Source: an optimization exercise on an open RTL-to-GDS flow (aim: small area). Production flows keep margins and buffers that such runs may drop. In this exercise RTL edits were held to simulation tests only and were not proved equivalent to the original.

===== design.v =====
module sel2_row #(
    parameter W = 29
) (
    input  logic         clk,
    input  logic         sa,
    input  logic         sb,
    input  logic         hold,
    input  logic [W-1:0] a,
    input  logic [W-1:0] b,
    output logic [W-1:0] q
);
    always_ff @(posedge clk)
        q <= ({W{sa}} & a) | ({W{sb}} & b) | ({W{hold}} & q);
endmodule
module sel4_row #(
    parameter W = 29
) (
    input  logic         clk,
    input  logic [3:0]   s,
    input  logic         hold,
    input  logic [W-1:0] a0,
    input  logic [W-1:0] a1,
    input  logic [W-1:0] a2,
    input  logic [W-1:0] a3,
    output logic [W-1:0] q
);
    always_ff @(posedge clk)
        q <= ({W{s[0]}} & a0) | ({W{s[1]}} & a1) | ({W{s[2]}} & a2) | ({W{s[3]}} & a3)
           | ({W{hold}} & q);
endmodule
module viterbi_top (
    input  logic        clk,
    input  logic        rst,         
    input  logic        in_valid,    
    input  logic [7:0]  in0,         
    input  logic [7:0]  in1,         
    output logic        out_valid,   
    output logic [31:0] out_bits     
);
    logic [4:0]  t;                  
    logic [5:0]  pm [4];             
    logic [28:0] sv [4];             
    logic [3:0]  sd;                 
    logic [1:0]  best_r;
    function automatic logic [5:0] add6(input logic [5:0] x, input logic [5:0] y,
                                        input logic ci);
        logic c;
        c = ci;
        for (int i = 0; i < 6; i++) begin
            add6[i] = x[i] ^ y[i] ^ c;
            c = (x[i] & y[i]) | (x[i] & c) | (y[i] & c);
        end
    endfunction
    function automatic logic lt6(input logic [5:0] x, input logic [5:0] y);
        logic c;
        c = 1'b1;
        for (int i = 0; i < 5; i++)
            c = (x[i] & ~y[i]) | (x[i] & c) | (~y[i] & c);
        lt6 = x[5] ^ ~y[5] ^ c;
    endfunction
    logic [2:0] p0, p1;
    assign p0 = ~in0[7:5];
    assign p1 = ~in1[7:5];
    logic [5:0] pp, k, r0, r1;
    assign pp = add6({{3{p0[2]}}, p0}, {{3{p1[2]}}, p1}, 1'b1);     
    assign k  = {pp[4:0], 1'b0};
    assign r0 = {{2{p0[2]}}, p0, 1'b1};
    assign r1 = {{2{p1[2]}}, p1, 1'b1};
    logic [5:0] d01, d23, h01, h23, npp, dq, ndq;
    assign d01 = add6(pm[0], ~pm[1], 1'b1);
    assign d23 = add6(pm[2], ~pm[3], 1'b1);
    assign h01 = {d01[5], d01[5:1]};
    assign h23 = {d23[5], d23[5:1]};
    assign npp = add6(~pp, 6'd0, 1'b1);
    assign dq  = add6({{3{p1[2]}}, p1}, ~{{3{p0[2]}}, p0}, 1'b1);
    assign ndq = add6({{3{p0[2]}}, p0}, ~{{3{p1[2]}}, p1}, 1'b1);
    logic init;
    logic [3:0] dec;
    assign init = (t[4:1] == 4'd0);
    assign dec[0] = !init && !lt6(h01, pp);
    assign dec[2] = !init && !lt6(h01, npp);
    assign dec[1] = !init && !lt6(h23, dq);
    assign dec[3] = !init && !lt6(h23, ndq);
    logic [5:0] npm [4];
    assign npm[0] = dec[0] ? add6(pm[1], k, 1'b0) : pm[0];
    assign npm[2] = dec[2] ? pm[1] : add6(pm[0], k, 1'b0);
    assign npm[1] = dec[1] ? add6(pm[3], r1, 1'b0) : add6(pm[2], r0, 1'b0);
    assign npm[3] = dec[3] ? add6(pm[3], r0, 1'b0) : add6(pm[2], r1, 1'b0);
    logic c10, c32, cx;
    logic [5:0] m01, m23;
    logic [1:0] best;
    assign c10 = lt6(npm[1], npm[0]);
    assign c32 = lt6(npm[3], npm[2]);
    assign m01 = c10 ? npm[1] : npm[0];
    assign m23 = c32 ? npm[3] : npm[2];
    assign cx  = lt6(m23, m01);
    assign best = cx ? {1'b1, c32} : {1'b0, c10};
    logic last, fin, hold;
    assign last = (t == 5'd31);
    assign fin  = in_valid && last;
    assign hold = !in_valid;
    logic dbest;
    logic [1:0] bpred;
    logic [3:0] sa, sb, s0;
    assign dbest = dec[best];
    assign bpred = {best[0], dbest};
    for (genvar i = 0; i < 4; i++) begin : g_sel
        assign sa[i] = in_valid && !dec[i];
        assign sb[i] = in_valid &&  dec[i];
    end
    assign s0[0] = fin ? (bpred == 2'd0) : sa[0];
    assign s0[1] = fin ? (bpred == 2'd1) : sb[0];
    assign s0[2] = fin && (bpred == 2'd2);
    assign s0[3] = fin && (bpred == 2'd3);
    sel4_row #(.W(29)) u_sv0 (.clk(clk), .s(s0), .hold(hold),
        .a0({sv[0][27:0], sd[0]}), .a1({sv[1][27:0], sd[1]}),
        .a2({sv[2][27:0], sd[2]}), .a3({sv[3][27:0], sd[3]}), .q(sv[0]));
    sel2_row #(.W(29)) u_sv2 (.clk(clk), .sa(sa[2]), .sb(sb[2]), .hold(hold),
        .a({sv[0][27:0], sd[0]}), .b({sv[1][27:0], sd[1]}), .q(sv[2]));
    sel2_row #(.W(29)) u_sv1 (.clk(clk), .sa(sa[1]), .sb(sb[1]), .hold(hold),
        .a({sv[2][27:0], sd[2]}), .b({sv[3][27:0], sd[3]}), .q(sv[1]));
    sel2_row #(.W(29)) u_sv3 (.clk(clk), .sa(sa[3]), .sb(sb[3]), .hold(hold),
        .a({sv[2][27:0], sd[2]}), .b({sv[3][27:0], sd[3]}), .q(sv[3]));
    always_ff @(posedge clk) begin
        if (in_valid) begin
            for (int i = 0; i < 4; i++) pm[i] <= npm[i];
            sd[0] <= last ? dbest : dec[0];
            for (int i = 1; i < 4; i++) sd[i] <= dec[i];
            if (last) best_r <= best;
        end
    end
    always_ff @(posedge clk or posedge rst) begin
        if (rst) begin
            t <= 5'd0;
            out_valid <= 1'b0;
        end else begin
            if (in_valid) t <= add6({1'b0, t}, 6'd0, 1'b1);
            out_valid <= fin;
        end
    end
    assign out_bits = {sv[0], sd[0], best_r[0], best_r[1]};
endmodule

===== run.sh =====
#!/bin/bash
# synth_recipe.tcl (not shown) runs the flow's synth.tcl, then flattens the netlist and writes it again
# the make line also repeats each setting of config.mk as NAME=value (left out here)
make -C /OpenROAD-flow-scripts/flow DESIGN_CONFIG=/design/flow/config.mk WORK_HOME=/design/flow/orfs CLKGATE_MAP_FILE= SYNTH_SCRIPT=/design/flow/synth_recipe.tcl finish

===== config.mk =====
export PLATFORM = sky130hd
export DESIGN_NAME = viterbi_top
export DESIGN_NICKNAME = viterbi_top
export VERILOG_FILES = /design/flow/design.v
export SDC_FILE = /design/flow/constraint.sdc
export NUM_CORES = 4
export LEC_CHECK = 0
export CAP_MARGIN = 20
export CORE_MARGIN = 2
export CORE_UTILIZATION = 40
export SLEW_MARGIN = 20
export SYNTH_HIERARCHICAL = 1

===== constraint.sdc =====
create_clock -name core_clock -period 10.0 [get_ports {clk}]
set_input_delay 2.0000 -clock core_clock [delete_from_list [all_inputs] [get_ports {clk}]]
set_output_delay 2.0000 -clock core_clock [all_outputs]
set_load 0.01 [all_outputs]

==> results.txt <==
[registers in the layout, indices dropped and copies added (netlist names)]
name / count
t: 5
sd: 4
u_sv2.q: 28
u_sv3.q: 28
pm: 24
u_sv1.q: 28
best_r: 2
u_sv0.q: 29
out_valid: 1
[layer usage]
layer / global-route usage (%) / share of wire (%) / up-vias
met2: 29.89 / 46 / 234
met4: 4.575 / 0.87 / 0
met1: 28.26 / 46 / 3280
met5: 0 / 0 / -
met3: 4.299 / 6.7 / 16
li1: - / - / 3125
[area by class of cell]
class / instances / area [um2]
inverter: 139 / 523.0
sequential: 149 / 3313
clock buffer: 17 / 425.4
timing repair buffer: 64 / 581.8
fill: 1969 / 11210
tap: 275 / 344.1
clock inverter: 15 / 209.0
multi-input combinational: 484 / 4349
[worst max-delay path, delay by kind of cell]
family	cells	cell delay [ns]
buffers and inverters	4	1.21
muxes	3	0.85
adders and majority gates	7	2.67
and+or+nand+nor	6	1.29
AOI/OAI and AO/OA	6	1.27
xor gates and xnor gates	1	0.24
[stage by stage]
step | worst slack [ns] | instance area (um2)
CTS | 0.7368 | 9742
finish | 0.8119 | 9746
floorplan | 1.725 | 8509
global route | 0.3099 | 9746
global placement | 0.4110 | 9107
detailed placement | 0.3169 | 9107
[path summary, 6_finish.rpt]
path | start | to | slack (ns) | cells after the start
setup / recovery | in1[5] | u_sv0.q[15] | 0.81 | 27
hold / removal | u_sv0.q[28] | u_sv0.q[28] | 0.48 | 2
setup reg to reg | pm[3][0] | u_sv0.q[15] | 2.49 | 26
hold reg to reg | u_sv0.q[28] | u_sv0.q[28] | 0.48 | 2
max in group asynchronous | rst | t[0] | 8.04 | 2
min in group asynchronous | rst | out_valid | 1.78 | 2
==> flow_summary.toml <==
[run_status]
status = "no timing/DRC/antenna violations"

[routing]
routedWlPerCell_um = 18.51
drc = 0
avgViaCountPerCell = 5.822
drtPass1Iterations = 12
vias = 6655
ant_nets = 0
initialDrtViolationCount = 1076
drt-total-wl_um = 21160

[sta]
relSlewSlack_pct = 42.75
clock_skew_ns = 0.009311
slew_violations = 0
fin_hold_ws_ns = 0.4803
min_period_over_period_pct = 91.88
fmax_mhz = 108.8
max_slew.worst_pin.slew_ns = 0.8587
rsz0062_at_grt = "no"
finalSetupTns_ns = 0
final-setup-viol-count = 0
hold_violations = 0
period_needed_ns = 9.188

[grt]
grt_pass1_vias = 6423
grt_max_degree = 116
grt_usage_pct = 19.55
grt_first_pass_wirelength_um = 34390
overflow = 0
antenna_found_initial = 0

[cells_and_area]
finalNonFillerCells = 1143
final_common_cell = "inv_1"
post-route-util_pct = 46.51
insertedDiodeCount = 0
layout-drive-gt1-share_pct = 11.29
syn_to_final_growth_pct = 14.53
nets = 935
mostFrequentLayoutCells = "inv_1 (136), a222oi_1 (113), dfxtp_1 (113)"

[setup_path]
slowest_delay_ns = 0.66
cp.required_ns = 10.36
worst_setup_path_end_kind = "flip-flop"
path_max_fanout = 17
crit_slowest_cell = "clkdlybuf4s50_1"
cpMostUsedCell = "fa_1"
worstSetupPathType = "input port to flip-flop"
cp.arrival_ns = 9.55
startpoint_type = "input port"

[synth]
syn_avg_cell_area_um2 = 10.38
yosysWarnings = 14
syn_nets = 900
synthCells = 820
syn-cell-area_um2 = 8509

[clocking]
ctsResizeCount = 0
tritoncts = "built"
cts_buffer_depth = 2
path_clk_slew_ns = 0.06
clock_latency_ns = 0.43
h-tree-depth = 4
cts_made_buffers = 17
postCtsHoldBufs = 0
post-cts-setup-buffers = 0
clock-root-buffer = "clkbuf_16"
cts.sinks = 149

[place]
dp.cells = 1111
port_buffers = 41
dpl.hpwl_um = 13780
gp_congestion = 0.8218

[floorplan]
die_x_um = 149.9
core_um2 = 20960
die_h_um = 149.9
row_count = 53
initial_core_util_pct = 40.61
die_area_um2 = 22460
pin_count = 52

[hold_path]
hp-class = "flip-flop to flip-flop"

[job]
cap_violations = 0

## afterwards: timing with drivers on the ports
The results above use ideal ports. As a check the final layout listed here was re-extracted and re-timed, cells and wires unchanged.
Step 1 (the two cells are an assumption about what drives the block):
set clk [get_ports {clk}]
set_driving_cell -lib_cell sky130_fd_sc_hd__clkbuf_16 $clk
set_driving_cell -lib_cell sky130_fd_sc_hd__buf_2 [delete_from_list [all_inputs] $clk]
Step 2 adds t to the input delays and takes it off the output delays; t is the mean of the earliest and latest rising clock arrival at the registers after step 1. Input paths then give back, and output paths get back, about the clock's delay inside the block.
Three values: no drivers, after step 1, after step 2; two values: the first two.
t, ns: 0.468
setup slack, ns: 0.812 / 0.835 / 0.368
clock arrival spread, ns: 0.011 / 0.011
worst register clock-pin slew, ns: 0.07 / 0.07
After both steps this run still meets setup and hold. For this run, drivers alone change the setup slack by +0.023 ns; drivers and shift together by -0.444 ns.
